This design comes from an exercise in tuning for small area, a short achievable clock period and few clock cycles per item on the open sky130 flow, not from production work.
Function was checked by simulation only, so behaviour that the tests miss may differ from the original.

## v15
==> flow/design.v (excerpt) <==
module top ( x0_node0, x1_node0, x2_node0, x3_node0,
x0_node1, x1_node1, x2_node1, x3_node1,
x0_node2, x1_node2, x2_node2, x3_node2,
x0_node3, x1_node3, x2_node3, x3_node3,
w04, w14, w24, w34,
w05, w15, w25, w35,
w06, w16, w26, w36,
w07, w17, w27, w37,
w48, w58, w68, w78,
w49, w59, w69, w79,
out0_node0, out1_node0,
out0_node1, out1_node1,
out0_node2, out1_node2,
out0_node3, out1_node3,
in_ready,
out10_ready_node0, out11_ready_node0,
out10_ready_node1, out11_ready_node1,
out10_ready_node2, out11_ready_node2,
out10_ready_node3, out11_ready_node3,
clk);
input signed [4:0] x0_node0, x1_node0, x2_node0, x3_node0;
input signed [4:0] x0_node1, x1_node1, x2_node1, x3_node1;
input signed [4:0] x0_node2, x1_node2, x2_node2, x3_node2;
input signed [4:0] x0_node3, x1_node3, x2_node3, x3_node3;
input signed [4:0] w04, w14, w24, w34;
input signed [4:0] w05, w15, w25, w35;
input signed [4:0] w06, w16, w26, w36;
input signed [4:0] w07, w17, w27, w37;
input signed [4:0] w48, w58, w68, w78;
input signed [4:0] w49, w59, w69, w79;
input clk;
input in_ready;
output logic signed [20:0] out0_node0, out1_node0;
output logic signed [20:0] out0_node1, out1_node1;
output logic signed [20:0] out0_node2, out1_node2;
output logic signed [20:0] out0_node3, out1_node3;
output logic out10_ready_node0, out11_ready_node0;
output logic out10_ready_node1, out11_ready_node1;
output logic out10_ready_node2, out11_ready_node2;
output logic out10_ready_node3, out11_ready_node3;
  logic rdy;
  logic [11:0] h_n0_j0;
  logic [11:0] h_n0_j1;
  logic [11:0] h_n0_j2;
  logic [11:0] h_n0_j3;
  logic [11:0] h_n1_j0;
  logic [11:0] h_n1_j1;
  logic [11:0] h_n1_j2;
  logic [11:0] h_n1_j3;
  logic [11:0] h_n2_j0;
  logic [11:0] h_n2_j1;
  logic [11:0] h_n2_j2;
  logic [11:0] h_n2_j3;
  logic [11:0] h_n3_j0;
  logic [11:0] h_n3_j1;
  logic [11:0] h_n3_j2;
  logic [11:0] h_n3_j3;
  logic [4:0] w48_r;
  logic [4:0] w49_r;
  logic [4:0] w58_r;
  logic [4:0] w59_r;
  logic [4:0] w68_r;
  logic [4:0] w69_r;
  logic [4:0] w78_r;
  logic [4:0] w79_r;
  wire _n1 = ~(x0_node0[0] & w04[0]);
  wire _n2 = ~(x0_node0[0] & w04[1]);
  wire _n3 = ~(x0_node0[0] & w04[2]);
  wire _n4 = ~(x0_node0[0] & w04[3]);
  wire _n5 = ~(x0_node0[0] & w04[4]);
  wire _n6 = x0_node0[0] & w04[4];
  wire _n7 = ~(x0_node0[1] & w04[0]);
  wire _n8 = ~(x0_node0[1] & w04[1]);
  ...
Size in the first run: about 380 I/O pins, roughly 110000 µm² of cells after synthesis.
export LEC_CHECK = 0
export CAP_MARGIN = 20
export CORE_MARGIN = 2
export CORE_UTILIZATION = 45
export PLACE_DENSITY = 0.6
export SETUP_SLACK_MARGIN = 4
export SLEW_MARGIN = 20
export SYNTH_HIERARCHICAL = 1
export SYNTH_MINIMUM_KEEP_SIZE = 0
create_clock -name core_clock -period 15.0 [get_ports {clk}]
run.sh (not shown) runs the stock make flow with config.mk's settings and CLKGATE_MAP_FILE= SYNTH_SCRIPT=/design/flow/synth_recipe.tcl, a recipe that flattens the netlist after the stock synthesis.
Testbench counts of v15, summed over its fixed seeds: cycles 4,800, items 4,800.
diff inputs: v15 => v14
- swapping 4 for 2.5 in SETUP_SLACK_MARGIN
==> flow/flow/run.sh (new file) <==
#!/bin/bash
# The standard layout (the standard.sh, standard synthesis unchanged), with the port
# buffers that placement inserts made plain buf_4 cells instead of the default
# delay buffer (clkdlybuf4s50_1). Every port still gets its own buffer.
set -euo pipefail
bash standard.sh 'BUFFER_PORTS_ARGS=-buffer_cell sky130_fd_sc_hd__buf_4' finish > make_finish.log 2>&1
==> flow/standard.sh (new file) <==
#!/bin/bash
# synth_recipe.tcl (not shown) runs the flow's synth.tcl, then flattens the netlist and writes it again
# the make line also repeats each setting of config.mk as NAME=value (left out here)
make -C /OpenROAD-flow-scripts/flow DESIGN_CONFIG=/design/flow/config.mk WORK_HOME=/design/flow/orfs CLKGATE_MAP_FILE= SYNTH_SCRIPT=/design/flow/synth_recipe.tcl "${@:-finish}"
removed: flow/run.sh
Notes after the runs:
The slowest library cell on the worst path comes out edfxtp_1 in one run and fa_1 in the other, namely in v14 and v15 respectively.
Between v14 and v15, the worst setup slack before clock tree synthesis is higher for v14.
v15 → v14: hold slack down 360 ps; growth of design area from synthesis to finish down 17 points; number of cells on the critical path down about 20%; wire length on met2 down about 10%.
Compared to v15, the router laid down less metal wire for v14.
Summary of the comparison: transition time at the pin with the least slew margin is higher in v14, relative to v15.

---

Starting RTL as in the previous note.
==> flow/design.v (excerpt) <==
module top ( x0_node0, x1_node0, x2_node0, x3_node0,
x0_node1, x1_node1, x2_node1, x3_node1,
x0_node2, x1_node2, x2_node2, x3_node2,
x0_node3, x1_node3, x2_node3, x3_node3,
w04, w14, w24, w34,
w05, w15, w25, w35,
w06, w16, w26, w36,
w07, w17, w27, w37,
w48, w58, w68, w78,
w49, w59, w69, w79,
out0_node0, out1_node0,
out0_node1, out1_node1,
out0_node2, out1_node2,
out0_node3, out1_node3,
in_ready,
out10_ready_node0, out11_ready_node0,
out10_ready_node1, out11_ready_node1,
out10_ready_node2, out11_ready_node2,
out10_ready_node3, out11_ready_node3,
clk);
input signed [4:0] x0_node0, x1_node0, x2_node0, x3_node0;
input signed [4:0] x0_node1, x1_node1, x2_node1, x3_node1;
input signed [4:0] x0_node2, x1_node2, x2_node2, x3_node2;
input signed [4:0] x0_node3, x1_node3, x2_node3, x3_node3;
input signed [4:0] w04, w14, w24, w34;
input signed [4:0] w05, w15, w25, w35;
input signed [4:0] w06, w16, w26, w36;
input signed [4:0] w07, w17, w27, w37;
input signed [4:0] w48, w58, w68, w78;
input signed [4:0] w49, w59, w69, w79;
input clk;
input in_ready;
output logic signed [20:0] out0_node0, out1_node0;
output logic signed [20:0] out0_node1, out1_node1;
output logic signed [20:0] out0_node2, out1_node2;
output logic signed [20:0] out0_node3, out1_node3;
output logic out10_ready_node0, out11_ready_node0;
output logic out10_ready_node1, out11_ready_node1;
output logic out10_ready_node2, out11_ready_node2;
  ...
Settings: LEC_CHECK=0, CAP_MARGIN=20, CORE_MARGIN=2, CORE_UTILIZATION=45, PLACE_DENSITY=0.6, SETUP_SLACK_MARGIN=0.5, SLEW_MARGIN=20, SYNTH_HIERARCHICAL=1, SYNTH_MINIMUM_KEEP_SIZE=0; clock period 15.0 ns.
Stock flow here: none of the scripts above is used.
Testbench counts at the start, summed over its fixed seeds: cycles 4,800, items 4,800.
Rerun with:
==> flow/flow/run.sh (new file) <==
#!/bin/bash
# The standard layout (the standard.sh, standard synthesis unchanged), with the port
# buffers that placement inserts made plain buf_4 cells instead of the default
# delay buffer (clkdlybuf4s50_1). Every port still gets its own buffer.
set -euo pipefail
bash standard.sh 'BUFFER_PORTS_ARGS=-buffer_cell sky130_fd_sc_hd__buf_4' finish > make_finish.log 2>&1
==> flow/standard.sh (new file) <==
#!/bin/bash
# synth_recipe.tcl (not shown) runs the flow's synth.tcl, then flattens the netlist and writes it again
# the make line also repeats each setting of config.mk as NAME=value (left out here)
make -C /OpenROAD-flow-scripts/flow DESIGN_CONFIG=/design/flow/config.mk WORK_HOME=/design/flow/orfs CLKGATE_MAP_FILE= SYNTH_SCRIPT=/design/flow/synth_recipe.tcl "${@:-finish}"
SETUP_SLACK_MARGIN = 3.5   (was 0.5)
removed: flow/run.sh
After rerunning: The changed run completed without violations. Area after synthesis stays the same. Setup slack improved by 1.8 ns. Maximum frequency grows by 16%. Cell area grows by 6.3%.
Rerun with:
CORE_UTILIZATION = 60   (was 45)
PLACE_DENSITY = 0.7   (was 0.6)
Die area decreases by 25%.
Final area decreases by 1.7%.
Final cell count decreases by 6.2%.
Wire length decreases by 6.0%.
Flip-flop and latch count does not change.
Utilization increases by 16 points.
Via count increases by 1.8%.
Rerun with:
==> flow/run.sh (new file) <==
#!/bin/bash
# synth_recipe.tcl (not shown) runs the flow's synth.tcl, then flattens the netlist and writes it again
# the make line also repeats each setting of config.mk as NAME=value (left out here)
make -C /OpenROAD-flow-scripts/flow DESIGN_CONFIG=/design/flow/config.mk WORK_HOME=/design/flow/orfs CLKGATE_MAP_FILE= SYNTH_SCRIPT=/design/flow/synth_recipe.tcl finish
CORE_UTILIZATION = 45   (was 60)
PLACE_DENSITY = 0.6   (was 0.7)
SETUP_SLACK_MARGIN = 2.5   (was 3.5)
removed: flow/flow/run.sh
removed: flow/standard.sh
What happened: Wire length drops slightly. Non-clock buffer count drops by 71. Via count drops by a few percent. Critical path depth drops by 3. Count of clock-buffer cells in the layout drops by 5. Area after synthesis does not change. Setup slack gets worse by 0.84 ns. Utilization drops by 17 points. Final area drops slightly.

==> separate check: timing with driven ports <==
No port has a modelled driver above. Below, the same layouts with a new extraction and two added sets of constraints. Step 1 sets driving cells, clkbuf_16 on the clock port and buf_2 on the other inputs (assumed; they add their load-dependent delay and slew). Step 2, shift: input delay + t, output delay - t, t = (earliest + latest rising clock arrival at the registers) / 2. This alone moves slack from input paths to output paths. Slacks: no drivers / after step 1 / after step 2; pairs: no drivers / after step 1.
| run | shift t [ns] | setup WS [ns] | hold slack, ns |
|---|---|---|---|
| v15 | 0.702 | 3.575 / 3.489 / 3.420 | 2.898 / 2.850 / 3.553 |
| v14 | 0.698 | 2.626 / 2.551 / 3.024 | 2.540 / 2.496 / 3.193 |
| the first run of note 2 | 0.697 | 1.746 / 1.661 / 2.358 | 2.908 / 2.861 / 3.558 |
| the second run of note 2 | 0.718 | 3.528 / 3.453 / 3.082 | 2.518 / 2.474 / 3.192 |
| the third run of note 2 | 0.703 | 3.507 / 3.431 / 2.988 | 2.531 / 2.485 / 3.188 |
| the fourth run of note 2 | 0.696 | 2.671 / 2.585 / 2.343 | 2.897 / 2.849 / 3.546 |
After both steps setup and hold are still met in every run listed. For the third run of note 2, which loses most, drivers alone change the setup slack by -0.076 ns; drivers and shift together by -0.519 ns.
